Source: an optimization exercise on an open RTL-to-GDS flow (aim: small area, a short achievable clock period and few clock cycles per item). Production flows keep margins and buffers that such runs may drop. Only simulation tests tie the RTL to the original design; equivalence was not proved. Power and IR drop assume default switching activity.

// xillybus_wrapper
module xillybus_wrapper (
    input         ap_clk,
    input         ap_rst,
    input  [31:0] in_r_dout,
    input         in_r_empty_n,
    output        in_r_read,
    output [31:0] out_r_din,
    input         out_r_full_n,
    output        out_r_write
);
    localparam K = 6;
    function [1:0] step3(input [1:0] m, input b);
        case ({m, b})
            3'b000: step3 = 2'd0;
            3'b001: step3 = 2'd1;
            3'b010: step3 = 2'd2;
            3'b011: step3 = 2'd0;
            3'b100: step3 = 2'd1;
            3'b101: step3 = 2'd2;
            default: step3 = 2'bxx;
        endcase
    endfunction
    wire [7:0] R = in_r_dout[23:16];
    wire [7:0] G = in_r_dout[15:8];
    wire [7:0] B = in_r_dout[7:0];
    wire [9:0] sum = R + G + B;
    reg [1:0] mt [K:10];
    reg [7:K] qt;
    integer i;
    always @* begin
        mt[10] = 2'd0;
        for (i = 9; i >= K; i = i - 1) mt[i] = step3(mt[i+1], sum[i]);
        for (i = K; i < 8; i = i + 1) qt[i] = mt[i+1][1] | (mt[i+1][0] & sum[i]);
    end
    reg          vld;
    reg  [7:K]   qh;      
    reg  [1:0]   mh;      
    reg  [K-1:0] sl;      
    wire ready = ~vld | out_r_full_n;
    assign in_r_read   = in_r_empty_n & ready;
    assign out_r_write = vld & out_r_full_n;
    always @(posedge ap_clk) begin
        if (ap_rst) vld <= 1'b0;
        else if (ready) vld <= in_r_empty_n;
        if (ready) begin
            qh <= qt;
            mh <= mt[K];
            sl <= sum[K-1:0];
        end
    end
    reg [1:0] m [0:K];
    reg [K-1:0] ql;
    always @* begin
        m[K] = mh;
  ...
Size in the first run: roughly 70 I/O pins.
==> module xillybus_wrapper, before the edit <==
module xillybus_wrapper (
    input         ap_clk,
    input         ap_rst,
    input  [31:0] in_r_dout,
    input         in_r_empty_n,
    output        in_r_read,
    output [31:0] out_r_din,
    input         out_r_full_n,
    output        out_r_write
);
    localparam K = 6;
    function [1:0] step3(input [1:0] m, input b);
        case ({m, b})
            3'b000: step3 = 2'd0;
            3'b001: step3 = 2'd1;
            3'b010: step3 = 2'd2;
            3'b011: step3 = 2'd0;
            3'b100: step3 = 2'd1;
            3'b101: step3 = 2'd2;
            default: step3 = 2'bxx;
        endcase
    endfunction
    wire [7:0] R = in_r_dout[23:16];
    wire [7:0] G = in_r_dout[15:8];
    wire [7:0] B = in_r_dout[7:0];
    wire [9:0] sum = R + G + B;
    reg [1:0] mt [K:10];
    reg [7:K] qt;
    integer i;
    always @* begin
        mt[10] = 2'd0;
        for (i = 9; i >= K; i = i - 1) mt[i] = step3(mt[i+1], sum[i]);
        for (i = K; i < 8; i = i + 1) qt[i] = mt[i+1][1] | (mt[i+1][0] & sum[i]);
    end
    reg          vld;
    reg  [7:K]   qh;      
    reg  [1:0]   mh;      
    reg  [K-1:0] sl;      
    wire ready = ~vld | out_r_full_n;
    assign in_r_read   = in_r_empty_n & ready;
    assign out_r_write = vld & out_r_full_n;
    always @(posedge ap_clk) begin
        if (ap_rst) vld <= 1'b0;
        else if (ready) vld <= in_r_empty_n;
        if (ready) begin
            qh <= qt;
            mh <= mt[K];
            sl <= sum[K-1:0];
        end
    end
    reg [1:0] m [0:K];
    reg [K-1:0] ql;
    always @* begin
        m[K] = mh;
        for (i = K - 1; i >= 0; i = i - 1) m[i] = step3(m[i+1], sl[i]);
        for (i = 0; i < K; i = i + 1) ql[i] = m[i+1][1] | (m[i+1][0] & sl[i]);
    end
    assign out_r_din = {24'd0, qh, ql};
endmodule
==> flow/config.mk <==
export PLATFORM = sky130hd
export DESIGN_NAME = xillybus_wrapper
export DESIGN_NICKNAME = xillybus_wrapper
export VERILOG_FILES = /design/flow/design.v
export SDC_FILE = /design/flow/constraint.sdc
export NUM_CORES = 4
export LEC_CHECK = 0
export ABC_AREA = 1
export CAP_MARGIN = 20
export CORE_AREA = 2.3 2.72 61.64 61.2
export DIE_AREA = 0 0 64 64
export SETUP_SLACK_MARGIN = 3.0
export SLEW_MARGIN = 20
==> flow/constraint.sdc <==
create_clock -name core_clock -period 7.0 [get_ports {ap_clk}]
set_input_delay 1.4000 -clock core_clock [delete_from_list [all_inputs] [get_ports {ap_clk}]]
set_output_delay 1.4000 -clock core_clock [all_outputs]
set_load 0.01 [all_outputs]
standard.sh (not shown) runs the stock make flow with config.mk's settings and CLKGATE_MAP_FILE= SYNTH_SCRIPT=/design/flow/synth_recipe.tcl, a recipe that flattens the netlist after the stock synthesis.
==> flow/flow/run.sh <==
#!/bin/bash
# Standard ORFS layout with two changes: every port buffer starts as a
# sky130_fd_sc_hd__buf_1 (the resizer may still resize it), and the constant
# outputs share the one tie cell synthesis made instead of one tie cell each.
set -euo pipefail
bash standard.sh SKIP_REPAIR_TIE_FANOUT=1 \
  "BUFFER_PORTS_ARGS=-buffer_cell sky130_fd_sc_hd__buf_1" finish > standard_flow.log 2>&1
Testbench counts at the start, summed over its fixed seeds: cycles 8,008, items 8,000.
Edit:
==> flow/design.v (replaced) <==
module xillybus_wrapper (
    input         ap_clk,
    input         ap_rst,
    input  [31:0] in_r_dout,
    input         in_r_empty_n,
    output        in_r_read,
    output [31:0] out_r_din,
    input         out_r_full_n,
    output        out_r_write
);
    function [1:0] step3(input [1:0] m, input b);
        case ({m, b})
            3'b000: step3 = 2'd0;
            3'b001: step3 = 2'd1;
            3'b010: step3 = 2'd2;
            3'b011: step3 = 2'd0;
            3'b100: step3 = 2'd1;
            3'b101: step3 = 2'd2;
            default: step3 = 2'bxx;
        endcase
    endfunction
    wire [7:0] R = in_r_dout[23:16];
    wire [7:0] G = in_r_dout[15:8];
    wire [7:0] B = in_r_dout[7:0];
    reg        vld;
    reg  [9:0] s;
    wire ready = ~vld | out_r_full_n;
    assign in_r_read   = in_r_empty_n & ready;
    assign out_r_write = vld & out_r_full_n;
    always @(posedge ap_clk) begin
        if (ap_rst) vld <= 1'b0;
        else if (ready) vld <= in_r_empty_n;
        if (ready) s <= R + G + B;
    end
    reg [1:0] m [0:10];
    reg [7:0] q;
    integer i;
    always @* begin
        m[10] = 2'd0;
        for (i = 9; i >= 0; i = i - 1) m[i] = step3(m[i+1], s[i]);
        for (i = 0; i < 8; i = i + 1) q[i] = m[i+1][1] | (m[i+1][0] & s[i]);
    end
    assign out_r_din = {24'd0, q};
endmodule
- The changed run went through all stages and came out clean
- clock skew hardly moves
- global-route usage came out lower by 0.52 points
- worst setup slack is worse by 0.070 ns
- combinational power rises by 19%
- non-clock buffer count does not change
- fmax goes down by 2.0%
- area after synthesis falls by 2.0%
- hold slack is worse by 0.017 ns
- via count went down by 9.2%
- wire length falls by 4.5%
- count of clock-buffer cells in the layout came out lower by 1
- flip-flop and latch count stays the same
- final area falls by 1.9%
Testbench counts after the change, summed over its fixed seeds: cycles 8,008, items 8,000.

afterwards: timing with drivers on the ports:
The flow's constraints put no driver on any port. The routed layouts listed below were extracted and timed again, unchanged, in two steps. Step 1: set_driving_cell puts a clkbuf_16 on ap_clk and a buf_2 on each other input, an assumption about the parent block. Step 2 times the ports against the registers' clock, not the clock port: input delays grow and output delays shrink by t, the midpoint of the rising clock arrivals with the driver on. Slacks: ideal / step 1 / step 2; pairs: ideal / step 1.
| run | t, ns | setup WS [ns] | pins driven straight from the clock port |
|---|---|---|---|
| the first run | 0.277 | 3.541 / 3.541 / 3.264 | 1 |
| the second run | 0.280 | 3.471 / 3.450 / 3.340 | 1 |
After both steps every run listed still meets setup and hold. The setup slack of the first run, which loses most, moves by 0.000 ns with the drivers and by -0.277 ns with both steps.
